What follows belongs to an exercise in optimizing a design on an open flow for small area; a production flow would make more cautious choices. In this exercise RTL edits were held to simulation tests only and were not proved equivalent to the original. No activity file was given, so power comes from the tool's default toggle rates.

**design/flow/config.mk**
```make
export PLATFORM = sky130hd
export DESIGN_NAME = Proj4WhackAMole
export DESIGN_NICKNAME = Proj4WhackAMole
export VERILOG_FILES = /design/flow/design.v
export SDC_FILE = /design/flow/constraint.sdc
export NUM_CORES = 4
export LEC_CHECK = 0
export ABC_AREA = 1
export CAP_MARGIN = 20
export CORE_MARGIN = 2
export CORE_UTILIZATION = 40
export CTS_BUF_LIST = sky130_fd_sc_hd__clkbuf_4
export SLEW_MARGIN = 20
```
**design/flow/constraint.sdc**
```tcl
create_clock -name core_clock -period 20.0 [get_ports {MAX10_CLK1_50}]
set_input_delay 4.0000 -clock core_clock [delete_from_list [all_inputs] [get_ports {MAX10_CLK1_50}]]
set_output_delay 4.0000 -clock core_clock [all_outputs]
set_load 0.01 [all_outputs]
```
**design/flow/design.v**
```verilog
module Proj4WhackAMole(
    input  MAX10_CLK1_50,
    input  rst,              
    input  [9:0] SW,
    input  [3:0] BTN_N,
    output [7:0] MATRIX_ROW_N,
    output [7:0] MATRIX_COL,
    output [7:0] HEX0,
    output [7:0] HEX1,
    output [7:0] HEX2,
    output [7:0] HEX3,
    output [7:0] HEX4,
    output [7:0] HEX5,
    output [9:0] LEDR
);
wire clk = MAX10_CLK1_50;
reg [2:0] c6;        
reg [3:0] c10;       
reg [2:0] row_sel;
wire tick_scan = (c6 == 3'd2);
wire tick_game = tick_scan && (c10 == 4'd4);
always @(posedge clk) begin
    if (rst) begin
        c6      <= 3'd0;
        c10     <= 4'd0;
        row_sel <= 3'd0;
    end else begin
        c6 <= (c6 == 3'd5) ? 3'd0 : c6 + 3'd1;
        if (tick_scan) begin
            row_sel <= row_sel + 3'd1;
            c10     <= (c10 == 4'd9) ? 4'd0 : c10 + 4'd1;
        end
    end
end
wire smash_TL = ~BTN_N[0];
wire smash_TR = ~BTN_N[1];
wire smash_BL = ~BTN_N[2];
wire smash_any = ~&BTN_N;
wire [1:0] smash_zone =
    smash_TL ? 2'b00 :
    smash_TR ? 2'b01 :
    smash_BL ? 2'b10 : 2'b11;
wire start      = SW[0];
wire greset     = SW[1];
wire stats      = SW[2];
wire difficulty = SW[3];
localparam IDLE = 3'd2;
localparam LIGHT_MOLE = 3'd3;
localparam GAME_OVER_0 = 3'd0;    
localparam GAME_OVER_1 = 3'd1;    
localparam WAIT_INPUT = 3'd7;
localparam CHECK = 3'd5;
localparam SCORE_UPDATE = 3'd4;
localparam NEXT_ROUND = 3'd6;
reg [2:0] state;
wire show_mole = state[2];
localparam [3:0] E1_0 = 4'd7;
localparam [3:0] E1_1 = 4'd4;
localparam [3:0] E1_2 = 4'd12;
localparam [3:0] E1_3 = 4'd13;
localparam [3:0] E1_4 = 4'd1;
localparam [3:0] E1_5 = 4'd10;
localparam [3:0] E1_6 = 4'd15;
localparam [3:0] E1_7 = 4'd5;
localparam [3:0] E1_8 = 4'd8;
localparam [3:0] E1_9 = 4'd11;
function [3:0] e1_inc(input [3:0] c);   
    begin
        e1_inc[0] = c[3];
        e1_inc[1] = ~c[2];
        e1_inc[2] = (c[2] & ~c[0]) | c[1];
        e1_inc[3] = ~c[0] | (~c[3] & ~c[1]);
    end
endfunction
function [6:0] e1_seg(input [3:0] c);   
    begin
        e1_seg[0] = ~(c[3] | (c[2] & c[0]));
        e1_seg[1] = (c[1] & ~c[0]) | (c[3] & c[2] & c[1]);
        e1_seg[2] = (c[3] & c[2] & ~c[0]);
        e1_seg[3] = (~c[3] & ~c[1]);
        e1_seg[4] = ~((c[3] & ~c[1] & ~c[0]) | (c[2] & c[1]));
        e1_seg[5] = (c[2] & ~c[1]);
        e1_seg[6] = (~c[3] & c[2]);
    end
endfunction
function e1_is0(input [3:0] c);
    e1_is0 = (~c[3] & c[1]);
endfunction
function e1_is5(input [3:0] c);
    e1_is5 = (c[1] & ~c[0]);
endfunction
function e1_is9(input [3:0] c);
    e1_is9 = (~c[2] & c[1] & c[0]);
endfunction
localparam [3:0] E2_0 = 4'd6;
localparam [3:0] E2_1 = 4'd1;
localparam [3:0] E2_2 = 4'd7;
localparam [3:0] E2_3 = 4'd3;
localparam [3:0] E2_4 = 4'd11;
localparam [3:0] E2_5 = 4'd10;
localparam [3:0] E2_6 = 4'd13;
localparam [3:0] E2_7 = 4'd2;
localparam [3:0] E2_8 = 4'd14;
localparam [3:0] E2_9 = 4'd9;
localparam [3:0] E2_10 = 4'd15;
localparam [3:0] E2_11 = 4'd4;
localparam [3:0] E2_12 = 4'd8;
localparam [3:0] E2_13 = 4'd5;
localparam [3:0] E2_14 = 4'd12;
localparam [3:0] E2_15 = 4'd0;
function [6:0] e2_seg(input [3:0] c);   
    begin
        e2_seg[0] = (~c[2] & ~c[1] & ~c[0]) | (~c[3] & ~c[1]) | (c[3] & ~c[2] & c[1] & c[0]);
        e2_seg[1] = ~((~c[3] & c[1]) | (c[2] & c[1]) | (~c[2] & c[0]));
        e2_seg[2] = (~c[1] & ~c[0]) | (~c[3] & c[2] & c[0]);
        e2_seg[3] = (~c[3] & ~c[2] & ~c[0]) | (c[3] & c[1] & c[0]) | (~c[3] & ~c[1] & c[0]);
        e2_seg[4] = ~(c[2] | (c[3] & ~c[1] & ~c[0]));
        e2_seg[5] = ~(c[3] | (c[2] & ~c[0]));
        e2_seg[6] = (~c[3] & ~c[2] & ~c[1]) | (~c[3] & ~c[0]);
    end
endfunction
function [3:0] e2_inc16(input [3:0] c);   
    begin
        e2_inc16[0] = ~((~c[3] & ~c[2] & ~c[0]) | (c[2] & ~c[1]) | (c[3] & c[1] & c[0]));
        e2_inc16[1] = (~c[3] & ~c[2]) | (~c[3] & c[1] & c[0]) | (~c[2] & c[0]) | (c[3] & ~c[1] & c[0]);
        e2_inc16[2] = (c[3] & c[2] & c[1] & c[0]) | (~c[2] & ~c[1]) | (~c[2] & ~c[0]) | (~c[3] & ~c[1] & c[0]);
        e2_inc16[3] = (c[3] & c[1] & ~c[0]) | (~c[2] & c[1]) | (~c[3] & c[2] & ~c[1]) | (c[3] & ~c[2] & c[0]);
    end
endfunction
function [3:0] e2_inc10(input [3:0] c);   
    begin
        e2_inc10[0] = ~((~c[3] & ~c[2] & ~c[0]) | (c[3] & c[0]));
        e2_inc10[1] = (~c[3] & ~c[2]) | c[0];
        e2_inc10[2] = ~(c[2] | (c[1] & c[0]));
        e2_inc10[3] = ~(~c[1] | (~c[3] & c[2]));
    end
endfunction
function [3:0] e2_dec10(input [3:0] c);   
    begin
        e2_dec10[0] = ~(~c[1] | (c[3] & c[2]));
        e2_dec10[1] = c[3] | (~c[2] & c[0]);
        e2_dec10[2] = ~((c[3] & c[1]) | c[2]);
        e2_dec10[3] = (~c[2] & ~c[0]) | (c[3] & ~c[1]) | (~c[3] & ~c[0]);
    end
endfunction
function e2_d9(input [3:0] c);   
    e2_d9 = (c[3] & ~c[2] & ~c[1]);
endfunction
function e2_d0(input [3:0] c);   
    e2_d0 = (~c[3] & c[2] & ~c[0]);
endfunction
function e2_d6(input [3:0] c);   
    e2_d6 = (c[2] & ~c[1]);
endfunction
function e2_is15(input [3:0] c);   
    e2_is15 = (~c[3] & ~c[2] & ~c[1] & ~c[0]);
endfunction
function e2_is9(input [3:0] c);   
    e2_is9 = (c[3] & ~c[2] & ~c[1] & c[0]);
endfunction
function e2_is0(input [3:0] c);   
    e2_is0 = (~c[3] & c[2] & c[1] & ~c[0]);
endfunction
localparam [4:0] T_0  = {1'b0, E2_0};
localparam [4:0] T_25 = {1'b1, E2_9};
reg [4:0] sc_t;  reg [3:0] sc_o;    
reg [4:0] hi_t;  reg [3:0] hi_o;    
reg [1:0] t_h;   reg [3:0] t_t;  reg [3:0] t_o;    
reg [1:0] a_h;   reg [3:0] a_t;     
reg [1:0] lives;
reg [7:0] lfsr;
reg prev_smash_any;
wire [1:0] mole_row_group = lfsr[2:1];
wire [1:0] mole_col_group = lfsr[4:3];
wire [1:0] mole_zone = {lfsr[2], lfsr[4]};
wire smash_edge = smash_any & ~prev_smash_any;
wire sc_wrap  = sc_t[4] && e2_is9(sc_t[3:0]) && e1_is5(sc_o);
wire sc_o9    = e1_is9(sc_o);
wire sc_eq_hi = (sc_t == hi_t) && (sc_o == hi_o);
wire [4:0] sc_t_n = sc_wrap ? T_0 : !sc_o9 ? sc_t :
                    {sc_t[4] | e2_is15(sc_t[3:0]), e2_inc16(sc_t[3:0])};
wire [3:0] sc_o_n = sc_wrap ? E1_0 : e1_inc(sc_o);
wire timeout = e1_is0(t_o) && (t_t == a_t) && (t_h == a_h);
always @(posedge clk) begin
  if (rst) begin
    state <= IDLE;
    sc_t  <= T_0;
    sc_o  <= E1_0;
    hi_t  <= T_0;
    hi_o  <= E1_0;
    lives <= 2'd3;
    lfsr  <= 8'hA3;
  end else if (tick_game) begin
    if (greset) begin
        state <= IDLE;
        sc_t  <= T_0;
        sc_o  <= E1_0;
        lives <= 2'd3;
        lfsr  <= 8'hA3;
        hi_t  <= T_0;
        hi_o  <= E1_0;
    end else begin
        case (state)
            IDLE: begin
                sc_t  <= T_0;
                sc_o  <= E1_0;
                lives <= 2'd3;
                if (start) state <= LIGHT_MOLE;
            end
            LIGHT_MOLE: begin
                lfsr  <= {lfsr[6:0], lfsr[7] ^ lfsr[5]};
                state <= WAIT_INPUT;
            end
            WAIT_INPUT: begin
                if (smash_edge)
                    state <= (smash_zone == mole_zone) ? SCORE_UPDATE : CHECK;
                else if (timeout)
                    state <= CHECK;
            end
            CHECK: begin
                lives <= lives - 2'd1;
                state <= (lives == 2'd1) ? (start ? GAME_OVER_1 : GAME_OVER_0) : NEXT_ROUND;
            end
            SCORE_UPDATE: begin
                sc_t <= sc_t_n;
                sc_o <= sc_o_n;
                if (sc_eq_hi && !sc_wrap) begin
                    hi_t <= sc_t_n;
                    hi_o <= sc_o_n;
                end
                state <= NEXT_ROUND;
            end
            NEXT_ROUND: state <= LIGHT_MOLE;
            GAME_OVER_0: state <= start ? IDLE : GAME_OVER_0;
            GAME_OVER_1: state <= start ? GAME_OVER_1 : GAME_OVER_0;
        endcase
    end
  end
end
wire tw = tick_game && state == WAIT_INPUT;      
wire tl = tick_game && state == LIGHT_MOLE;      
wire ai = tick_game && state == IDLE;            
wire ad = tick_game && state == SCORE_UPDATE && (a_h != 2'd0 || !e2_d6(a_t));    
wire to9 = e1_is9(t_o);
wire tt9 = e2_d9(t_t);
always @(posedge clk) begin
    if (tick_game) prev_smash_any <= smash_any;
    t_o <= t_o ^ (({4{tl}} & (E1_0 ^ t_o)) | ({4{tw}} & (e1_inc(t_o) ^ t_o)));
    t_t <= t_t ^ (({4{tl}} & (E2_0 ^ t_t)) | ({4{tw & to9}} & (e2_inc10(t_t) ^ t_t)));
    t_h <= t_h ^ (({2{tl}} & t_h) | ({2{tw & to9 & tt9}} & ((t_h + 2'd1) ^ t_h)));
    a_t <= a_t ^ (({4{ai}} & ((difficulty ? E2_2 : E2_0) ^ a_t)) | ({4{ad}} & (e2_dec10(a_t) ^ a_t)));
    a_h <= a_h ^ (({2{ai}} & ((difficulty ? 2'd1 : 2'd2) ^ a_h)) | ({2{ad & e2_d0(a_t)}} & ((a_h - 2'd1) ^ a_h)));
end
wire row_hit = show_mole && !row_sel[0] && (row_sel[2:1] == mole_row_group);
genvar gi;
generate
    for (gi = 0; gi < 8; gi = gi + 1) begin : g_mat
        assign MATRIX_ROW_N[gi] = (row_sel == gi);
        if (gi % 2 == 0)
            assign MATRIX_COL[gi] = ~(row_hit && (mole_col_group == gi / 2));
        else
            assign MATRIX_COL[gi] = 1'b1;
    end
endgenerate
assign LEDR[0] = (lives != 2'd0);
assign LEDR[1] = lives[1];
assign LEDR[2] = (lives == 2'd3);
assign LEDR[9:3] = 7'b0000000;
wire in_idle   = (lives == 2'd3) && (sc_t == T_0) && e1_is0(sc_o) && !show_mole;
wire game_over = (lives == 2'd0);
wire m_lose    = game_over && !stats;
wire m_stats   = game_over && stats;
wire m_num     = !in_idle && !game_over;
wire [6:0] seg_hex0 = e1_seg(m_stats ? hi_o : t_o);
wire [6:0] seg_hex1 = e2_seg(m_stats ? hi_t[3:0] : t_t);
wire [6:0] seg_hex4 = e1_seg(sc_o);
wire [6:0] seg_hex5 = e2_seg(sc_t[3:0]);
wire [6:0] seg_hex2 = {~t_h[1], ~(~t_h[1] & ~t_h[0]), t_h[0], t_h[0], t_h[1], 1'b0, t_h[0]};
assign HEX0 = {1'b1, in_idle ? 7'h07 : m_lose ? 7'h7F : seg_hex0};
assign HEX1 = {1'b1, in_idle ? 7'h2F : m_lose ? 7'h06 : seg_hex1};
assign HEX2 = {m_stats, in_idle ? 7'h08 : m_lose ? 7'h12 : m_stats ? 7'h7F : seg_hex2};
assign HEX3 = {1'b1, in_idle ? 7'h07 : m_stats ? 7'h7F : 7'h40};
assign HEX4 = {1'b1, in_idle ? 7'h12 : m_lose ? 7'h47 : m_stats ? 7'h7F : seg_hex4};
assign HEX5 = {1'b1, m_num ? seg_hex5 : 7'h7F};
endmodule
```
**design/flow/flow/run.sh**
```bash
#!/bin/bash
# Own layout flow: the standard synthesis, then its combinational logic re-mapped for
# area with several ABC seeds (registers untouched, the smallest result kept), then
# the standard ORFS layout with small port buffers, a small clock tree and shared
# tie cells. Each tool's output goes to a log_*.log file here.
set -euo pipefail
W=$(pwd)
R=$W/orfs/results/$FLOW_PLATFORM/Proj4WhackAMole/base
YOSYS=$FLOW_HOME/../tools/install/yosys/bin/yosys
LIB=$FLOW_HOME/platforms/$FLOW_PLATFORM/lib/sky130_fd_sc_hd__tt_025C_1v80.lib
SEEDS="$(seq -s " " 1 24)"
JOBS=${NUM_CORES:-4}

bash standard.sh synth > $W/log_1_standard_synth.log 2>&1
cp $R/1_2_yosys.v $W/standard_synth.v

mkdir -p $W/resynth
n=0
for s in $SEEDS; do
  echo "strash; &get -n; &deepsyn -T 30 -S $s; &put; dch -f; amap; topo" > $W/resynth/seed$s.abc
  LIBFILE=$LIB TOP=$FLOW_TOP NETLIST_IN=$W/standard_synth.v NETLIST_OUT=$W/resynth/seed$s.v \
    STAT_OUT=$W/resynth/seed$s.stat ABC_SCRIPT=$W/resynth/seed$s.abc DONT_USE_FILE=$W/flow/dont_use.txt \
    $YOSYS -c $W/flow/resynth.tcl > $W/log_2_resynth_seed$s.log 2>&1 &
  n=$((n+1))
  if (( n % JOBS == 0 )); then wait; fi
done
wait
best=""; besta=""
for s in $SEEDS; do
  [[ -f $W/resynth/seed$s.stat && -f $W/resynth/seed$s.v ]] || continue
  a=$(sed -n "s/.*Chip area for module.*: *\([0-9.]*\).*/\1/p" $W/resynth/seed$s.stat)
  [[ -n "$a" ]] || continue
  if [[ -z "$besta" ]] || awk "BEGIN{exit !($a < $besta)}"; then best=$s; besta=$a; fi
done
echo "resynthesis: seed $best, area $besta" | tee $W/resynth/chosen.txt
cp $W/resynth/seed$best.v $W/resynth.v

cp $W/resynth.v $R/1_2_yosys.v
rm -f $R/1_synth.odb $R/1_synth.sdc
export BUFFER_PORTS_ARGS="-buffer_cell sky130_fd_sc_hd__buf_1"
export CTS_ARGS="$(cat $W/flow/cts_args.txt)"
export SKIP_REPAIR_TIE_FANOUT=1
bash standard.sh finish > $W/log_3_standard_layout.log 2>&1
```
**design/flow/flow/cts_args.txt**
```
-sink_clustering_enable -repair_clock_nets -dont_use_dummy_load -buf_list sky130_fd_sc_hd__clkbuf_4
```
**design/flow/flow/dont_use.txt**
```

sky130_fd_sc_hd__a2111o_2
sky130_fd_sc_hd__a2111o_4
sky130_fd_sc_hd__a2111oi_2
sky130_fd_sc_hd__a2111oi_4
sky130_fd_sc_hd__a211o_2
sky130_fd_sc_hd__a211o_4
sky130_fd_sc_hd__a211oi_2
sky130_fd_sc_hd__a211oi_4
sky130_fd_sc_hd__a21bo_2
sky130_fd_sc_hd__a21bo_4
sky130_fd_sc_hd__a21boi_2
sky130_fd_sc_hd__a21boi_4
sky130_fd_sc_hd__a21o_2
sky130_fd_sc_hd__a21o_4
sky130_fd_sc_hd__a21oi_2
sky130_fd_sc_hd__a21oi_4
sky130_fd_sc_hd__a221o_2
sky130_fd_sc_hd__a221o_4
sky130_fd_sc_hd__a221oi_2
sky130_fd_sc_hd__a221oi_4
sky130_fd_sc_hd__a22o_2
sky130_fd_sc_hd__a22o_4
sky130_fd_sc_hd__a22oi_2
sky130_fd_sc_hd__a22oi_4
sky130_fd_sc_hd__a2bb2o_2
sky130_fd_sc_hd__a2bb2o_4
sky130_fd_sc_hd__a2bb2oi_2
sky130_fd_sc_hd__a2bb2oi_4
sky130_fd_sc_hd__a311o_2
sky130_fd_sc_hd__a311o_4
sky130_fd_sc_hd__a311oi_2
sky130_fd_sc_hd__a311oi_4
sky130_fd_sc_hd__a31o_2
sky130_fd_sc_hd__a31o_4
sky130_fd_sc_hd__a31oi_2
sky130_fd_sc_hd__a31oi_4
sky130_fd_sc_hd__a32o_2
sky130_fd_sc_hd__a32o_4
sky130_fd_sc_hd__a32oi_2
sky130_fd_sc_hd__a32oi_4
sky130_fd_sc_hd__a41o_2
sky130_fd_sc_hd__a41o_4
sky130_fd_sc_hd__a41oi_2
sky130_fd_sc_hd__a41oi_4
sky130_fd_sc_hd__and2_2
sky130_fd_sc_hd__and2_4
sky130_fd_sc_hd__and2b_2
sky130_fd_sc_hd__and2b_4
sky130_fd_sc_hd__and3_2
sky130_fd_sc_hd__and3_4
sky130_fd_sc_hd__and3b_2
sky130_fd_sc_hd__and3b_4
sky130_fd_sc_hd__and4_2
sky130_fd_sc_hd__and4_4
sky130_fd_sc_hd__and4b_2
sky130_fd_sc_hd__and4b_4
sky130_fd_sc_hd__and4bb_2
sky130_fd_sc_hd__and4bb_4
sky130_fd_sc_hd__buf_12
sky130_fd_sc_hd__buf_16
sky130_fd_sc_hd__buf_2
sky130_fd_sc_hd__buf_4
sky130_fd_sc_hd__buf_6
sky130_fd_sc_hd__buf_8
sky130_fd_sc_hd__bufbuf_16
sky130_fd_sc_hd__bufbuf_8
sky130_fd_sc_hd__bufinv_16
sky130_fd_sc_hd__bufinv_8
sky130_fd_sc_hd__clkbuf_1
sky130_fd_sc_hd__clkbuf_16
sky130_fd_sc_hd__clkbuf_2
sky130_fd_sc_hd__clkbuf_4
sky130_fd_sc_hd__clkbuf_8
sky130_fd_sc_hd__clkdlybuf4s15_1
sky130_fd_sc_hd__clkdlybuf4s15_2
sky130_fd_sc_hd__clkdlybuf4s18_1
sky130_fd_sc_hd__clkdlybuf4s18_2
sky130_fd_sc_hd__clkdlybuf4s25_1
sky130_fd_sc_hd__clkdlybuf4s25_2
sky130_fd_sc_hd__clkdlybuf4s50_1
sky130_fd_sc_hd__clkdlybuf4s50_2
sky130_fd_sc_hd__clkinv_1
sky130_fd_sc_hd__clkinv_16
sky130_fd_sc_hd__clkinv_2
sky130_fd_sc_hd__clkinv_4
sky130_fd_sc_hd__clkinv_8
sky130_fd_sc_hd__clkinvlp_2
sky130_fd_sc_hd__clkinvlp_4
sky130_fd_sc_hd__conb_1
sky130_fd_sc_hd__decap_12
sky130_fd_sc_hd__decap_3
sky130_fd_sc_hd__decap_4
sky130_fd_sc_hd__decap_6
sky130_fd_sc_hd__decap_8
sky130_fd_sc_hd__dfbbn_2
sky130_fd_sc_hd__dfrbp_2
sky130_fd_sc_hd__dfrtp_2
sky130_fd_sc_hd__dfrtp_4
sky130_fd_sc_hd__dfsbp_2
sky130_fd_sc_hd__dfstp_2
sky130_fd_sc_hd__dfstp_4
sky130_fd_sc_hd__dfxbp_2
sky130_fd_sc_hd__dfxtp_2
sky130_fd_sc_hd__dfxtp_4
sky130_fd_sc_hd__diode_2
sky130_fd_sc_hd__dlclkp_1
sky130_fd_sc_hd__dlclkp_2
sky130_fd_sc_hd__dlclkp_4
sky130_fd_sc_hd__dlrbn_2
sky130_fd_sc_hd__dlrbp_2
sky130_fd_sc_hd__dlrtn_2
sky130_fd_sc_hd__dlrtn_4
sky130_fd_sc_hd__dlrtp_2
sky130_fd_sc_hd__dlrtp_4
sky130_fd_sc_hd__dlxbn_2
sky130_fd_sc_hd__dlxtn_2
sky130_fd_sc_hd__dlxtn_4
sky130_fd_sc_hd__dlygate4sd1_1
sky130_fd_sc_hd__dlygate4sd2_1
sky130_fd_sc_hd__dlygate4sd3_1
sky130_fd_sc_hd__dlymetal6s2s_1
sky130_fd_sc_hd__dlymetal6s4s_1
sky130_fd_sc_hd__dlymetal6s6s_1
sky130_fd_sc_hd__ebufn_1
sky130_fd_sc_hd__ebufn_2
sky130_fd_sc_hd__ebufn_4
sky130_fd_sc_hd__ebufn_8
sky130_fd_sc_hd__einvn_2
sky130_fd_sc_hd__einvn_4
sky130_fd_sc_hd__einvn_8
sky130_fd_sc_hd__einvp_2
sky130_fd_sc_hd__einvp_4
sky130_fd_sc_hd__einvp_8
sky130_fd_sc_hd__fa_1
sky130_fd_sc_hd__fa_2
sky130_fd_sc_hd__fa_4
sky130_fd_sc_hd__ha_1
sky130_fd_sc_hd__ha_2
sky130_fd_sc_hd__ha_4
sky130_fd_sc_hd__inv_12
sky130_fd_sc_hd__inv_16
sky130_fd_sc_hd__inv_2
sky130_fd_sc_hd__inv_4
sky130_fd_sc_hd__inv_6
sky130_fd_sc_hd__inv_8
sky130_fd_sc_hd__lpflow_bleeder_1
sky130_fd_sc_hd__lpflow_clkbufkapwr_1
sky130_fd_sc_hd__lpflow_clkbufkapwr_16
sky130_fd_sc_hd__lpflow_clkbufkapwr_2
sky130_fd_sc_hd__lpflow_clkbufkapwr_4
sky130_fd_sc_hd__lpflow_clkbufkapwr_8
sky130_fd_sc_hd__lpflow_clkinvkapwr_1
sky130_fd_sc_hd__lpflow_clkinvkapwr_16
sky130_fd_sc_hd__lpflow_clkinvkapwr_2
sky130_fd_sc_hd__lpflow_clkinvkapwr_4
sky130_fd_sc_hd__lpflow_clkinvkapwr_8
sky130_fd_sc_hd__lpflow_decapkapwr_12
sky130_fd_sc_hd__lpflow_decapkapwr_3
sky130_fd_sc_hd__lpflow_decapkapwr_4
sky130_fd_sc_hd__lpflow_decapkapwr_6
sky130_fd_sc_hd__lpflow_decapkapwr_8
sky130_fd_sc_hd__lpflow_inputiso0n_1
sky130_fd_sc_hd__lpflow_inputiso0p_1
sky130_fd_sc_hd__lpflow_inputiso1n_1
sky130_fd_sc_hd__lpflow_inputiso1p_1
sky130_fd_sc_hd__lpflow_inputisolatch_1
sky130_fd_sc_hd__lpflow_isobufsrc_1
sky130_fd_sc_hd__lpflow_isobufsrc_16
sky130_fd_sc_hd__lpflow_isobufsrc_2
sky130_fd_sc_hd__lpflow_isobufsrc_4
sky130_fd_sc_hd__lpflow_isobufsrc_8
sky130_fd_sc_hd__lpflow_isobufsrckapwr_16
sky130_fd_sc_hd__lpflow_lsbuf_lh_hl_isowell_tap_1
sky130_fd_sc_hd__lpflow_lsbuf_lh_hl_isowell_tap_2
sky130_fd_sc_hd__lpflow_lsbuf_lh_hl_isowell_tap_4
sky130_fd_sc_hd__lpflow_lsbuf_lh_isowell_4
sky130_fd_sc_hd__lpflow_lsbuf_lh_isowell_tap_1
sky130_fd_sc_hd__lpflow_lsbuf_lh_isowell_tap_2
sky130_fd_sc_hd__lpflow_lsbuf_lh_isowell_tap_4
sky130_fd_sc_hd__macro_sparecell
sky130_fd_sc_hd__maj3_2
sky130_fd_sc_hd__maj3_4
sky130_fd_sc_hd__mux2_2
sky130_fd_sc_hd__mux2_4
sky130_fd_sc_hd__mux2_8
sky130_fd_sc_hd__mux2i_2
sky130_fd_sc_hd__mux2i_4
sky130_fd_sc_hd__mux4_2
sky130_fd_sc_hd__mux4_4
sky130_fd_sc_hd__nand2_2
sky130_fd_sc_hd__nand2_4
sky130_fd_sc_hd__nand2_8
sky130_fd_sc_hd__nand2b_2
sky130_fd_sc_hd__nand2b_4
sky130_fd_sc_hd__nand3_2
sky130_fd_sc_hd__nand3_4
sky130_fd_sc_hd__nand3b_2
sky130_fd_sc_hd__nand3b_4
sky130_fd_sc_hd__nand4_2
sky130_fd_sc_hd__nand4_4
sky130_fd_sc_hd__nand4b_2
sky130_fd_sc_hd__nand4b_4
sky130_fd_sc_hd__nand4bb_2
sky130_fd_sc_hd__nand4bb_4
sky130_fd_sc_hd__nor2_2
sky130_fd_sc_hd__nor2_4
sky130_fd_sc_hd__nor2_8
sky130_fd_sc_hd__nor2b_2
sky130_fd_sc_hd__nor2b_4
sky130_fd_sc_hd__nor3_2
sky130_fd_sc_hd__nor3_4
sky130_fd_sc_hd__nor3b_2
sky130_fd_sc_hd__nor3b_4
sky130_fd_sc_hd__nor4_2
sky130_fd_sc_hd__nor4_4
sky130_fd_sc_hd__nor4b_2
sky130_fd_sc_hd__nor4b_4
sky130_fd_sc_hd__nor4bb_2
sky130_fd_sc_hd__nor4bb_4
sky130_fd_sc_hd__o2111a_2
sky130_fd_sc_hd__o2111a_4
sky130_fd_sc_hd__o2111ai_2
sky130_fd_sc_hd__o2111ai_4
sky130_fd_sc_hd__o211a_2
sky130_fd_sc_hd__o211a_4
sky130_fd_sc_hd__o211ai_2
sky130_fd_sc_hd__o211ai_4
sky130_fd_sc_hd__o21a_2
sky130_fd_sc_hd__o21a_4
sky130_fd_sc_hd__o21ai_2
sky130_fd_sc_hd__o21ai_4
sky130_fd_sc_hd__o21ba_2
sky130_fd_sc_hd__o21ba_4
sky130_fd_sc_hd__o21bai_2
sky130_fd_sc_hd__o21bai_4
sky130_fd_sc_hd__o221a_2
sky130_fd_sc_hd__o221a_4
sky130_fd_sc_hd__o221ai_2
sky130_fd_sc_hd__o221ai_4
sky130_fd_sc_hd__o22a_2
sky130_fd_sc_hd__o22a_4
sky130_fd_sc_hd__o22ai_2
sky130_fd_sc_hd__o22ai_4
sky130_fd_sc_hd__o2bb2a_2
sky130_fd_sc_hd__o2bb2a_4
sky130_fd_sc_hd__o2bb2ai_2
sky130_fd_sc_hd__o2bb2ai_4
sky130_fd_sc_hd__o311a_2
sky130_fd_sc_hd__o311a_4
sky130_fd_sc_hd__o311ai_2
sky130_fd_sc_hd__o311ai_4
sky130_fd_sc_hd__o31a_2
sky130_fd_sc_hd__o31a_4
sky130_fd_sc_hd__o31ai_2
sky130_fd_sc_hd__o31ai_4
sky130_fd_sc_hd__o32a_2
sky130_fd_sc_hd__o32a_4
sky130_fd_sc_hd__o32ai_2
sky130_fd_sc_hd__o32ai_4
sky130_fd_sc_hd__o41a_2
sky130_fd_sc_hd__o41a_4
sky130_fd_sc_hd__o41ai_2
sky130_fd_sc_hd__o41ai_4
sky130_fd_sc_hd__or2_2
sky130_fd_sc_hd__or2_4
sky130_fd_sc_hd__or2b_2
sky130_fd_sc_hd__or2b_4
sky130_fd_sc_hd__or3_2
sky130_fd_sc_hd__or3_4
sky130_fd_sc_hd__or3b_2
sky130_fd_sc_hd__or3b_4
sky130_fd_sc_hd__or4_2
sky130_fd_sc_hd__or4_4
sky130_fd_sc_hd__or4b_2
sky130_fd_sc_hd__or4b_4
sky130_fd_sc_hd__or4bb_2
sky130_fd_sc_hd__or4bb_4
sky130_fd_sc_hd__probe_p_8
sky130_fd_sc_hd__probec_p_8
sky130_fd_sc_hd__sdfbbn_2
sky130_fd_sc_hd__sdfrbp_2
sky130_fd_sc_hd__sdfrtp_2
sky130_fd_sc_hd__sdfrtp_4
sky130_fd_sc_hd__sdfsbp_2
sky130_fd_sc_hd__sdfstp_2
sky130_fd_sc_hd__sdfstp_4
sky130_fd_sc_hd__sdfxbp_2
sky130_fd_sc_hd__sdfxtp_2
sky130_fd_sc_hd__sdfxtp_4
sky130_fd_sc_hd__sdlclkp_1
sky130_fd_sc_hd__sdlclkp_2
sky130_fd_sc_hd__sdlclkp_4
sky130_fd_sc_hd__sedfxbp_2
sky130_fd_sc_hd__sedfxtp_2
sky130_fd_sc_hd__sedfxtp_4
sky130_fd_sc_hd__xnor2_2
sky130_fd_sc_hd__xnor2_4
sky130_fd_sc_hd__xnor3_2
sky130_fd_sc_hd__xnor3_4
sky130_fd_sc_hd__xor2_2
sky130_fd_sc_hd__xor2_4
sky130_fd_sc_hd__xor3_2
sky130_fd_sc_hd__xor3_4
```
**design/flow/flow/resynth.tcl**
```tcl
# Re-map the combinational logic of the standard synthesis netlist for area.
# Flip-flops and tie cells are kept exactly as the standard synthesis made them.
yosys -import
set lib $::env(LIBFILE)
set top $::env(TOP)
read_liberty -ignore_miss_func $lib
read_verilog $::env(NETLIST_IN)
hierarchy -top $top
set fh [open $::env(NETLIST_IN)]
set txt [read $fh]
close $fh
set mods [lsort -unique [regexp -all -inline {sky130_fd_sc_hd__[a-z0-9_]+} $txt]]
set keep [list]
foreach m $mods {
  if {[regexp {^sky130_fd_sc_hd__(df|edf|sdf|dl|sdl|conb)} $m]} { lappend keep $m }
}
foreach m $keep { setattr -mod -set keep_hierarchy 1 $m }
flatten
foreach m $keep { blackbox $m }
select $top
opt_clean -purge
opt -full
set du [list]
set fh [open $::env(DONT_USE_FILE)]
foreach c [split [string trim [read $fh]] "\n"] { lappend du -dont_use $c }
close $fh
abc -script $::env(ABC_SCRIPT) -liberty $lib {*}$du
opt_clean -purge
hilomap -singleton -hicell sky130_fd_sc_hd__conb_1 HI -locell sky130_fd_sc_hd__conb_1 LO
insbuf -buf sky130_fd_sc_hd__buf_1 A X
splitnets
opt_clean -purge
select -clear
tee -o $::env(STAT_OUT) stat -liberty $lib -top $top
write_verilog -noattr -nohex -nodec -selected $::env(NETLIST_OUT)
```
**design/flow/standard.sh**
```bash
#!/bin/bash
# synth_recipe.tcl (not shown) runs the flow's synth.tcl, then flattens the netlist and writes it again
# the make line also repeats each setting of config.mk as NAME=value (left out here)
make -C /OpenROAD-flow-scripts/flow DESIGN_CONFIG=/design/flow/config.mk WORK_HOME=/design/flow/orfs CLKGATE_MAP_FILE= SYNTH_SCRIPT=/design/flow/synth_recipe.tcl "${@:-finish}"
```
==> flow_summary.toml, run 1 <==
[outcome]
status = "finished clean"

[drt]
viasPerCell = 5.42
drtAntennaViolNets = 0
dr.pass1.iters = 5
initialDrtViolationCount = 199
wl_per_cell_um = 13.5
route.detailed.drc = 0
vias = 3285
routed_wirelength_um = 8190

[placed_design]
place_congestion = 0.894
dp_cells = 597
io_buffers = 67
dp_hpwl_um = 6340

[clock_network]
cts_tree = "built"
clock-root-buffer = "clkbuf_4"
cts_setup_buffers = 0
clockBufferDepth = 2
insertion_delay_ps = 400
h-tree-depth = 3
postCtsHoldBufs = 0
numCtsBuffers = 9
post_cts_resized = 0
path_clk_slew_ps = 90
cts_sinks = 58

[finish]
final_core_util = 0.458
drive_gt1_frac = 0.0238
fillers = 823
antenna_cells = 0
area_growth_pct = 12.4
final-seq-area_um2 = 1170
final_nets = 522
final_cells = 606
multi_input_area_um2 = 1610

[global_routing]
grt_pass1_vias = 2957
grt_overflow_total = 0
antenna_found_initial = 0
grt_usage = 0.200
grt_max_degree = 14
grt_pass1_wl_um = 13700

[timing]
max_freq_ghz = 0.0996
hold_violations = 0
clock_skew_ps = 28.1
rsz0062_at_grt = "no"
post-route-period-util = 0.502
slew_viol_final = 0
tns_ps = 0
fin_crit_ps = 10040
worst_slew_pin_slew_ps = 810
slew_headroom = 0.453
setup_viol = 0

[critical_path]
r2r_start = "c6[0]"
cpMaxStageDelayCell = "o22ai_1"
ff2ff_path_depth = 14
endpoint_kind = "output pin"
worstPathRequired_ps = 16000
cp_slowest_stage_delay_ps = 360
path_cells = "buf_1 > nand2_1 > inv_1 > o22ai_1 > inv_1 > o21ai_0 > o31ai_1 > nor3_1 > nor2_1 > nor2_1 > buf_1"
critPathCapture = "HEX1[4]"
crit_type = "primary input to output pin"
cp.arrival_ps = 6040
worstSetupStartpoint = "SW[2]"
crit_fanout = 13
ff2ff_setup_slack_ps = 16560
cp-start-kind = "primary input"
r2r-end = "hi_t[1]"

[floorplan]
io_pins = 90
die_x_um = 92.2
die_y_um = 92.2
dieArea_um2 = 8510
core-area_um2 = 7650
start_util = 0.407
core.rowCount = 32

[power_and_ir_drop]
power_w = 0.000201
p_leak_nw = 1.39
max-vdd-ir-drop_uv = 44.7
p_per_area_nw_per_um2 = 57.4

[synthesis]
ys_warn_count = 1
postSynthAreaPerCell_um2 = 6.97
synth_nets = 463
syn_area_um2 = 3110
synthCells = 447

[hold_path]
hold_path_class = "flip-flop to flip-flop"

[job]
max_cap_viol_count = 0
worst max-delay path, delay by kind of cell:
family                 cells  cell delay, ps
AOI/OAI and AO/OA          3             760
buffers and inverters      4             600
and+or+nand+nor            4             670
stage by stage:
step	cell area, um^2	setup WS [ps]	hold WS [ps]
floorplan	3110	10300	434
global placement	3430	10020	451
detailed placement	3430	9980	467
CTS	3500	9980	481
global route	3500	9670	503
finish	3500	9960	473
power breakdown:
group | internal [W] | switching (W) | total, W
clock network | 0.0000209 | 0.0000366 | 0.0000575
registers | 0.000120 | 0.00000383 | 0.000124
logic | 0.00000653 | 0.0000127 | 0.0000192
sequential cells by signal, summed over array words and instances (netlist names):
name and count:
t_o 4, t_h 2, c6 3, hi_o 4
t_t 4, state 3, prev_smash_any 1, a_t 4
row_sel 3, sc_o 4, a_h 2, c10 4
sc_t 5, hi_t 5, lfsr 8, lives 2
how the worst min path moves through the flow:
| stage | to | cells after the start | start | slack (ps) |
|---|---|---|---|---|
| after floorplan | c6[0] | 1 | c6[0] | 430 |
| after global placement | c6[0] | 1 | c6[0] | 450 |
| after detailed placement | t_h[1] | 1 | t_h[1] | 470 |
| after CTS | t_h[1] | 1 | t_h[1] | 480 |
| after global routing | t_h[1] | 1 | t_h[1] | 500 |
| final | t_h[1] | 1 | t_h[1] | 470 |
cells in the final DEF, fill, tap and decap left out, types with 3 or more instances in the layout:
cell type / count
a31oi_1: 4
nor2b_1: 4
dfxtp_1: 57
o21ai_0: 40
a22oi_1: 5
nor2_1: 79
inv_1: 66
a21oi_1: 20
o31ai_1: 6
o21bai_1: 4
a211oi_1: 6
nand4_1: 4
or2_0: 7
o21a_1: 3
o22a_1: 11
nand3_1: 7
nor3_1: 18
o221ai_1: 4
buf_1: 67
a2111oi_0: 3
a221oi_1: 3
nand2_1: 31
clkbuf_4: 9
buf_4: 3
o22ai_1: 20
nor4_1: 3
routing by layer:
metal,track usage,part of all wire,vias up
met4,0.0634,0.0045,0
met1,0.261,0.47,1493
met5,0,0,-
met2,0.331,0.46,123
li1,-,-,1660
met3,0.0403,0.068,9
cell type report:
type	instances	share of cell area
Timing Repair Buffer	70	0.0783
Tap cell	102	0.0365
Inverter	66	0.0708
Clock buffer	9	0.0193
Sequential cell	58	0.335
Multi-Input combinational cell	301	0.461
==> inputs of run 2 (changes only) <==
--- a/design/flow/design.v
+++ b/design/flow/design.v
@@ -241,2 +241,3 @@
 wire tl = tick_game && state == LIGHT_MOLE;      
+wire tg = tick_game && state == CHECK && lives == 2'd1;
 wire ai = tick_game && state == IDLE;            
@@ -247,4 +248,4 @@
     if (tick_game) prev_smash_any <= smash_any;
-    t_o <= t_o ^ (({4{tl}} & (E1_0 ^ t_o)) | ({4{tw}} & (e1_inc(t_o) ^ t_o)));
-    t_t <= t_t ^ (({4{tl}} & (E2_0 ^ t_t)) | ({4{tw & to9}} & (e2_inc10(t_t) ^ t_t)));
+    t_o <= t_o ^ (({4{tl}} & (E1_0 ^ t_o)) | ({4{tw}} & (e1_inc(t_o) ^ t_o)) | ({4{tg}} & (hi_o ^ t_o)));
+    t_t <= t_t ^ (({4{tl}} & (E2_0 ^ t_t)) | ({4{tw & to9}} & (e2_inc10(t_t) ^ t_t)) | ({4{tg}} & (hi_t[3:0] ^ t_t)));
     t_h <= t_h ^ (({2{tl}} & t_h) | ({2{tw & to9 & tt9}} & ((t_h + 2'd1) ^ t_h)));
@@ -273,4 +274,4 @@
 wire m_num     = !in_idle && !game_over;
-wire [6:0] seg_hex0 = e1_seg(m_stats ? hi_o : t_o);
-wire [6:0] seg_hex1 = e2_seg(m_stats ? hi_t[3:0] : t_t);
+wire [6:0] seg_hex0 = e1_seg(t_o);
+wire [6:0] seg_hex1 = e2_seg(t_t);
 wire [6:0] seg_hex4 = e1_seg(sc_o);
==> flow_summary.toml, run 2 <==
[critical_path]
cp.arrival_ps = 5270
cp-start-kind = "primary input"
cp_slowest_stage_delay_ps = 330
critical_path.top_delay_family = "simple AND/OR/NAND/NOR gates"
crit_type = "primary input to output pin"
crit_fanout = 7
path_cells = "buf_1 > nor2_1 > nor2_1 > inv_1 > a21oi_1 > or2_0 > buf_1"
endpoint_kind = "output pin"
cpMaxStageDelayCell = "nor2_1"
cp_num_buf_inv = 3
worstPathRequired_ps = 16000

[floorplan]
die_y_um = 91.9
core.rowCount = 32
start_util = 0.407
die_x_um = 91.9
dieArea_um2 = 8450
io_pins = 90
core-area_um2 = 7610

[drt]
drtAntennaViolNets = 0
routed_wirelength_um = 8440
viasPerCell = 5.45
route.detailed.drc = 0
initialDrtViolationCount = 185
vias = 3271
wl_per_cell_um = 14.1
dr.pass1.iters = 4

[finish]
largest_reg_flops = 8
layout_commonest_cell = "nor2_1"
fillers = 824
top_register = "lfsr"
drive_gt1_frac = 0.0181
antenna_cells = 0
top_regs = "lfsr: 8 flops, hi_t: 5 flops, sc_t: 5 flops"
area_growth_pct = 11.8
finalInstanceArea_um2 = 3460
final_nets = 516
mostFrequentLayoutCells = "nor2_1, inv_1, buf_1"

[timing]
worst_slew_pin_slew_ps = 1050
fin_crit_ps = 9270
post-route-period-util = 0.464
clock_skew_ps = 26.6
slew_headroom = 0.291
slew_viol_final = 0
setup_viol = 0
tns_ps = 0
rsz0062_at_grt = "no"
max_freq_ghz = 0.108
hold_violations = 0

[clock_network]
postCtsHoldBufs = 0
h-tree-depth = 3
cts_sinks = 58
cts_tree = "built"
cts_setup_buffers = 0
numCtsBuffers = 9
insertion_delay_ps = 400
path_clk_slew_ps = 80
clock-root-buffer = "clkbuf_4"
clockBufferDepth = 2
post_cts_resized = 0

[placed_design]
place_area_um2 = 3390
place_congestion = 0.906
io_buffers = 67
dp_hpwl_um = 6490

[power_and_ir_drop]
p_per_area_nw_per_um2 = 54.7
max-vdd-ir-drop_uv = 28.9
power_w = 0.000189
p_leak_nw = 1.37

[global_routing]
grt_pass1_wl_um = 13600
antenna_found_initial = 0
grt_pass1_vias = 2842
grt_usage = 0.203
grt_overflow_total = 0
grt_max_degree = 12

[synthesis]
postSynthAreaPerCell_um2 = 6.97
syn_area_um2 = 3090
synth_nets = 460
synthCells = 444
ys_warn_count = 1

[job]
max_cap_viol_count = 0

[outcome]
status = "finished clean"

[hold_path]
hold_path_class = "flip-flop to flip-flop"
==> run 2: layout make-up <==
cell class | instances | area (um^2) | area share
clock buffer | 9 | 67.6 | 0.0195
inverter | 68 | 255 | 0.0738
multi-input combinational | 296 | 1580 | 0.458
sequential | 58 | 1170 | 0.339
tap | 102 | 128 | 0.0369
timing repair buffer | 67 | 251 | 0.0727
==> run 2: routing by layer <==
layer	track usage	routed length, um
met5	0	0
met4	0.0871	126
met3	0.0337	403
met2	0.306	3750
met1	0.286	4150
==> run 2: worst paths after layout <==
check | from | cells after the start | to | slack [ps]
worst max-delay path | SW[2] | 7 | HEX2[5] | 10730
worst min-delay path | c6[1] | 1 | c6[1] | 460
worst max register to register | c6[1] | 16 | hi_t[4] | 15560
worst min register to register | c6[1] | 1 | c6[1] | 460
==> run 2: stage by stage <==
stage | setup WS (ps) | util | instances | hold slack [ps]
after global placement | 10770 | 0.446 | 591 | 434
after floorplan | 11150 | - | 444 | 421
final | 10730 | 0.454 | 600 | 460
after global routing | 10530 | 0.454 | 600 | 494
after CTS | 10730 | 0.454 | 600 | 469
after detailed placement | 10740 | 0.446 | 591 | 454
==> run 2: worst register-to-register path, cell delays in order, from the launching register on <==
cell     delay, ps
dfxtp_1        330
inv_1           60
nor3_1         520
and3_1         320
nand2_1         60
o21ai_0        110
nand2_1        110
a31oi_1        230
nand3_1        180
inv_1          160
nand3_1        130
nor2_1         360
inv_1          160
nor4_1         880
inv_1          280
a22oi_1        330
o22a_1         180
==> run 2: where the power goes <==
group | total [W] | switching (W) | internal [W]
clock network | 0.0000581 | 0.0000372 | 0.0000209
registers | 0.000120 | 0.00000189 | 0.000118
logic | 0.0000112 | 0.00000775 | 0.00000341
==> inputs of run 3 (changes only) <==
--- a/design/flow/design.v
+++ b/design/flow/design.v
@@ -168,3 +168,3 @@
 reg [1:0] t_h;   reg [3:0] t_t;  reg [3:0] t_o;    
-reg [1:0] a_h;   reg [3:0] a_t;     
+reg a_h;   reg [3:0] a_t;     
 reg [1:0] lives;
@@ -182,3 +182,3 @@
 wire [3:0] sc_o_n = sc_wrap ? E1_0 : e1_inc(sc_o);
-wire timeout = e1_is0(t_o) && (t_t == a_t) && (t_h == a_h);
+wire timeout = e1_is0(t_o) && ((a_t == E2_10) ? (t_h == 2'd2 && t_t == E2_0) : (t_t == a_t && t_h == {1'b0, a_h}));
 always @(posedge clk) begin
@@ -243,3 +243,3 @@
 wire ai = tick_game && state == IDLE;            
-wire ad = tick_game && state == SCORE_UPDATE && (a_h != 2'd0 || !e2_d6(a_t));    
+wire ad = tick_game && state == SCORE_UPDATE && (a_h || !e2_d6(a_t));    
 wire to9 = e1_is9(t_o);
@@ -251,4 +251,4 @@
     t_h <= t_h ^ (({2{tl}} & t_h) | ({2{tw & to9 & tt9}} & ((t_h + 2'd1) ^ t_h)));
-    a_t <= a_t ^ (({4{ai}} & ((difficulty ? E2_2 : E2_0) ^ a_t)) | ({4{ad}} & (e2_dec10(a_t) ^ a_t)));
-    a_h <= a_h ^ (({2{ai}} & ((difficulty ? 2'd1 : 2'd2) ^ a_h)) | ({2{ad & e2_d0(a_t)}} & ((a_h - 2'd1) ^ a_h)));
+    a_t <= a_t ^ (({4{ai}} & ((difficulty ? E2_2 : E2_10) ^ a_t)) | ({4{ad}} & (((a_t == E2_10) ? E2_9 : e2_dec10(a_t)) ^ a_t)));
+    a_h <= a_h ^ ((ai & ~a_h) | (ad & e2_d0(a_t) & a_h));
 end
==> flow_summary.toml, run 3 <==
[outcome]
status = "finished clean"

[synthesis]
ys_warn_count = 1
synth_nets = 456
syn_area_um2 = 3060
synthCells = 440
postSynthAreaPerCell_um2 = 6.96

[timing]
slew_headroom = 0.535
fin_crit_ps = 9130
max_freq_ghz = 0.109
hold_violations = 0
timing.hold.ws_ps = 459
rsz0062_at_grt = "no"
setup_viol = 0
worst_slew_pin_slew_ps = 695
tns_ps = 0
slew_viol_final = 0
clock_skew_ps = 40.9
post-route-period-util = 0.457

[job]
max_cap_viol_count = 0

[finish]
top_regs = "lfsr: 8 flops, hi_t: 5 flops, sc_t: 5 flops"
largest_reg_flops = 8
final_cells = 594
top_register = "lfsr"
drive_gt1_frac = 0.0202
antenna_cells = 0
fillers = 768
multi_input_area_um2 = 1570
area_growth_pct = 12.0
final_nets = 513
mostFrequentLayoutCells = "nor2_1, inv_1, buf_1"
layout_commonest_cell = "nor2_1"
final-seq-area_um2 = 1150

[critical_path]
path_cells = "buf_1 > nor2_1 > nor2_1 > o21ai_0 > nor3_1 > buf_1"
crit_fanout = 6
cp_slowest_stage_delay_ps = 330
cp.arrival_ps = 5130
cp-start-kind = "primary input"
cpMaxStageDelayCell = "nor2_1"
crit_type = "primary input to output pin"
ff2ff_path_depth = 13
endpoint_kind = "output pin"
worstPathRequired_ps = 16000

[floorplan]
start_util = 0.418
dieArea_um2 = 8380
die_y_um = 91.5
die_x_um = 91.5
core-area_um2 = 7330
io_pins = 90
core.rowCount = 31

[global_routing]
grt_max_degree = 12
grt_pass1_vias = 2980
grt_pass1_wl_um = 13800
grt_usage = 0.204
antenna_found_initial = 0
grt_overflow_total = 0

[power_and_ir_drop]
p_leak_nw = 1.34
power_w = 0.000183
p_per_area_nw_per_um2 = 53.2
max-vdd-ir-drop_uv = 23.4

[drt]
wl_per_cell_um = 14.3
routed_wirelength_um = 8500
vias = 3289
viasPerCell = 5.54
drtAntennaViolNets = 0
initialDrtViolationCount = 193
route.detailed.drc = 0
dr.pass1.iters = 5

[hold_path]
hold_depth = 1
hold_path_class = "flip-flop to flip-flop"

[clock_network]
post_cts_resized = 0
cts_tree = "built"
cts_setup_buffers = 0
cts_sinks = 57
numCtsBuffers = 9
clock-root-buffer = "clkbuf_4"
h-tree-depth = 3
insertion_delay_ps = 410
path_clk_slew_ps = 110
postCtsHoldBufs = 0
clockBufferDepth = 2

[placed_design]
place_congestion = 0.917
dp_hpwl_um = 6500
dp_cells = 585
io_buffers = 67
==> run 3: changes by cell type in the layout (fill, tap and decap cells not counted), moves of 5 or more <==
| cell | change |
|---|---|
| nor2_1 | -5 |
| nor3_1 | -10 |
| or2_0 | +7 |
| o21ai_0 | +5 |
| o22ai_1 | -7 |
==> run 3: final timing paths <==
check	to	slack, ps	from
hold / removal	c6[0]	460	c6[0]
setup reg to reg	hi_t[4]	16010	c6[1]
hold reg to reg	c6[0]	460	c6[0]
setup / recovery	HEX1[6]	10870	SW[2]
==> run 3: report_power, final <==
group | switching (W) | internal (W)
clock | 0.0000363 | 0.0000208
sequential | 0.00000109 | 0.000115
combinational | 0.00000662 | 0.00000286
==> run 3: final cells by class <==
type / instances / share of cell area
Sequential cell: 57 / 0.335
Timing Repair Buffer: 68 / 0.0755
Multi-Input combinational cell: 291 / 0.457
Inverter: 70 / 0.0766
Tap cell: 99 / 0.0361
Clock buffer: 9 / 0.0197
==> run 3: metrics by stage <==
step | setup WS (ps) | utilization | area (um^2)
global placement | 10880 | 0.459 | 3360
floorplan | 11260 | - | 3060
detailed placement | 10900 | 0.459 | 3360
global route | 10730 | 0.468 | 3430
CTS | 10890 | 0.468 | 3430
finish | 10870 | 0.468 | 3430
==> run 3: per-layer routing <==
metal	vias to the layer above	global-route usage	routed length, um
met1	1510	0.275	3950
li1	1630	-	-
met3	11	0.0448	579
met4	0	0.0720	102
met5	-	0	0
met2	138	0.320	3860
==> run 3: worst max-delay path, delay by kind of cell <==
| family | cells | cell delay, ps |
|---|---|---|
| compound gates | 1 | 220 |
| buf+inv | 2 | 260 |
| simple gates | 3 | 640 |
==> inputs of run 4 (changes only) <==
--- a/design/flow/design.v
+++ b/design/flow/design.v
@@ -248,7 +248,10 @@
     if (tick_game) prev_smash_any <= smash_any;
-    t_o <= t_o ^ (({4{tl}} & (E1_0 ^ t_o)) | ({4{tw}} & (e1_inc(t_o) ^ t_o)) | ({4{tg}} & (hi_o ^ t_o)));
-    t_t <= t_t ^ (({4{tl}} & (E2_0 ^ t_t)) | ({4{tw & to9}} & (e2_inc10(t_t) ^ t_t)) | ({4{tg}} & (hi_t[3:0] ^ t_t)));
-    t_h <= t_h ^ (({2{tl}} & t_h) | ({2{tw & to9 & tt9}} & ((t_h + 2'd1) ^ t_h)));
-    a_t <= a_t ^ (({4{ai}} & ((difficulty ? E2_2 : E2_10) ^ a_t)) | ({4{ad}} & (((a_t == E2_10) ? E2_9 : e2_dec10(a_t)) ^ a_t)));
-    a_h <= a_h ^ ((ai & ~a_h) | (ad & e2_d0(a_t) & a_h));
+    t_o <= ({4{~tl & ~tg}} & t_o) ^ ({4{tl}} & E1_0) ^ ({4{tg}} & hi_o) ^
+           ({4{tw}} & (e1_inc(t_o) ^ t_o));
+    t_t <= ({4{~tl & ~tg}} & t_t) ^ ({4{tl}} & E2_0) ^ ({4{tg}} & hi_t[3:0]) ^
+           ({4{tw & to9}} & (e2_inc10(t_t) ^ t_t));
+    t_h <= ({2{~tl}} & t_h) ^ ({2{tw & to9 & tt9}} & ((t_h + 2'd1) ^ t_h));
+    a_t <= ({4{~ai}} & a_t) ^ ({4{ai}} & (difficulty ? E2_2 : E2_10)) ^
+           ({4{ad}} & (((a_t == E2_10) ? E2_9 : e2_dec10(a_t)) ^ a_t));
+    a_h <= (~ai & a_h) ^ ai ^ (ad & e2_d0(a_t) & a_h);
 end
==> flow_summary.toml, run 4 <==
[drt]
route.detailed.drc = 0
wl_per_cell_um = 14.1
initialDrtViolationCount = 239
dr.pass1.iters = 5
routed_wirelength_um = 8420
vias = 3290
viasPerCell = 5.51
drtAntennaViolNets = 0

[critical_path]
critical_path.top_delay_family = "simple AND/OR/NAND/NOR gates"
cpMaxStageDelayCell = "nor2_1"
worstSetupStartpoint = "SW[2]"
crit_type = "primary input to output pin"
r2r_start = "c6[2]"
cp.arrival_ps = 5390
crit_fanout = 8
path_depth = 8
r2r-end = "hi_t[1]"
endpoint_kind = "output pin"
worstPathRequired_ps = 16000
cp_slowest_stage_delay_ps = 440
critPathCapture = "HEX1[4]"
cp_num_buf_inv = 2
critPathMostFrequentCell = "nor2_1"
cp-start-kind = "primary input"
ff2ff_setup_slack_ps = 16570
path_cells = "buf_1 > nor2_1 > nor2_1 > o21ai_0 > nor3_1 > nor2_1 > nor2_1 > buf_1"
ff2ff_path_depth = 17

[placed_design]
dp_hpwl_um = 6510
io_buffers = 67
place_area_um2 = 3370
pre_cts_ws_ps = 10650
place_congestion = 0.893

[power_and_ir_drop]
max-vdd-ir-drop_uv = 44.1
p_per_area_nw_per_um2 = 53.3
p_leak_nw = 1.38

[clock_network]
h-tree-depth = 3
numCtsBuffers = 9
path_clk_slew_ps = 100
postCtsHoldBufs = 0
cts_setup_buffers = 0
insertion_delay_ps = 400
post_cts_resized = 0
clockBufferDepth = 2
cts_sinks = 57
clock-root-buffer = "clkbuf_4"
cts_tree = "built"

[finish]
drive_gt1_frac = 0.0221
finalInstanceArea_um2 = 3440
final_nets = 516
mostFrequentLayoutCells = "nor2_1, inv_1, buf_1"
top_regs = "lfsr: 8 flops, hi_t: 5 flops, sc_t: 5 flops"
area_growth_pct = 12.3
top_register = "lfsr"
antenna_cells = 0
largest_reg_flops = 8
layout_commonest_cell = "nor2_1"

[floorplan]
core-area_um2 = 7330
start_util = 0.418
die_x_um = 91.5
io_pins = 90
dieArea_um2 = 8370
die_y_um = 91.5
core.rowCount = 31

[timing]
max_freq_ghz = 0.107
worst_slew_pin_slew_ps = 849
rsz0062_at_grt = "no"
setup_viol = 0
hold_violations = 0
fin_crit_ps = 9390
clock_skew_ps = 25.8
tns_ps = 0
slew_headroom = 0.428
slew_viol_final = 0
post-route-period-util = 0.469
worst_slack_ps = 10610

[synthesis]
synth_nets = 458
synthCells = 442
postSynthAreaPerCell_um2 = 6.93
syn_area_um2 = 3060
ys_warn_count = 1

[global_routing]
grt_pass1_wl_um = 13800
grt_overflow_total = 0
grt_usage = 0.203
grt_pass1_vias = 2878
grt_max_degree = 15
antenna_found_initial = 0

[job]
max_cap_viol_count = 0

[outcome]
status = "finished clean"

[hold_path]
hold_start = "a_t[1]"
hold_path_class = "flip-flop to flip-flop"
-- run 4: cell types whose count changed in the layout (fill, tap and decap cells not counted), sizes merged, moves of 4 or more --
cell	change
inv	+6
a21oi	-6
o311ai	+4
or3	+4
nand2	+4
o221ai	-5
o22a	+4
or2	-8
-- run 4: worst min-delay path by stage --
| stage | cells past startpoint | end | slack (ps) |
|---|---|---|---|
| after detailed placement | 1 | a_t[2] | 430 |
| after floorplan | 1 | a_t[2] | 420 |
| after CTS | 1 | a_t[2] | 430 |
| final | 1 | a_t[2] | 410 |
| after global routing | 1 | a_t[2] | 430 |
| after global placement | 1 | a_t[2] | 430 |
-- run 4: stage by stage --
step	utilization	total power, W	hold WS [ps]	instances
2_1_floorplan	-	0.000126	416	442
3_3_place_gp	0.460	0.000128	427	588
3_5_place_dp	0.460	0.000128	433	588
4_1_cts	0.469	0.000185	432	597
5_1_grt	0.469	0.000191	430	597
6_report	0.469	0.000183	415	597
-- run 4: layer usage --
| layer | vias up | track usage | wire [um] |
|---|---|---|---|
| li1 | 1638 | - | - |
| met3 | 16 | 0.0423 | 690 |
| met4 | 0 | 0.0909 | 189 |
| met5 | - | 0 | 0 |
| met2 | 138 | 0.316 | 3640 |
| met1 | 1498 | 0.269 | 3900 |
-- run 4: worst reg2reg max path, delay by kind of cell (launching register included) --
kind / cells / cell delay (ps)
AO/OA/AOI/OAI: 3 / 510
buffers and inverters: 6 / 820
flip-flops: 1 / 320
AND/OR/NAND/NOR: 8 / 1720
-- run 4: power breakdown --
part           internal, W  switching (W)
Combinational   0.00000274     0.00000639
Sequential        0.000115     0.00000128
Clock            0.0000209      0.0000371
Total             0.000139      0.0000448
-- run 4: layout make-up --
type                            instances  area [um^2]
Fill cell                             757         3890
Multi-Input combinational cell        287         1540
Sequential cell                        57         1150
Inverter                               76          285
Timing Repair Buffer                   69          267
Tap cell                               99          124
Clock buffer                            9         67.6

-- separate check: timing with driven ports --
No port has a modelled driver above. Below, the same layouts with a new extraction and two added sets of constraints. Step 1 sets driving cells, clkbuf_16 on the clock port and buf_2 on the other inputs (assumed; they add their load-dependent delay and slew). Step 2, shift: input delay + t, output delay - t, t = (earliest + latest rising clock arrival at the registers) / 2. This alone moves slack from input paths to output paths. a / b / c = ideal / step 1 / step 2; a / b = the first two.
| run | t, ns | setup WS [ns] | worst setup path after step 2 | slew at the worst register clock pin (ns) |
|---|---|---|---|---|
| run 1 | 0.408 | 9.959 / 9.937 / 9.937 | input to output | 0.11 / 0.11 |
| run 2 | 0.421 | 10.727 / 10.706 / 10.706 | input to output | 0.11 / 0.11 |
| run 3 | 0.413 | 10.865 / 10.835 / 10.835 | input to output | 0.11 / 0.11 |
| run 4 | 0.413 | 10.615 / 10.592 / 10.592 | input to output | 0.10 / 0.10 |
After both steps every run listed still meets setup and hold. The setup slack of run 3, which loses most, moves by -0.030 ns with the drivers and by -0.030 ns with both steps.
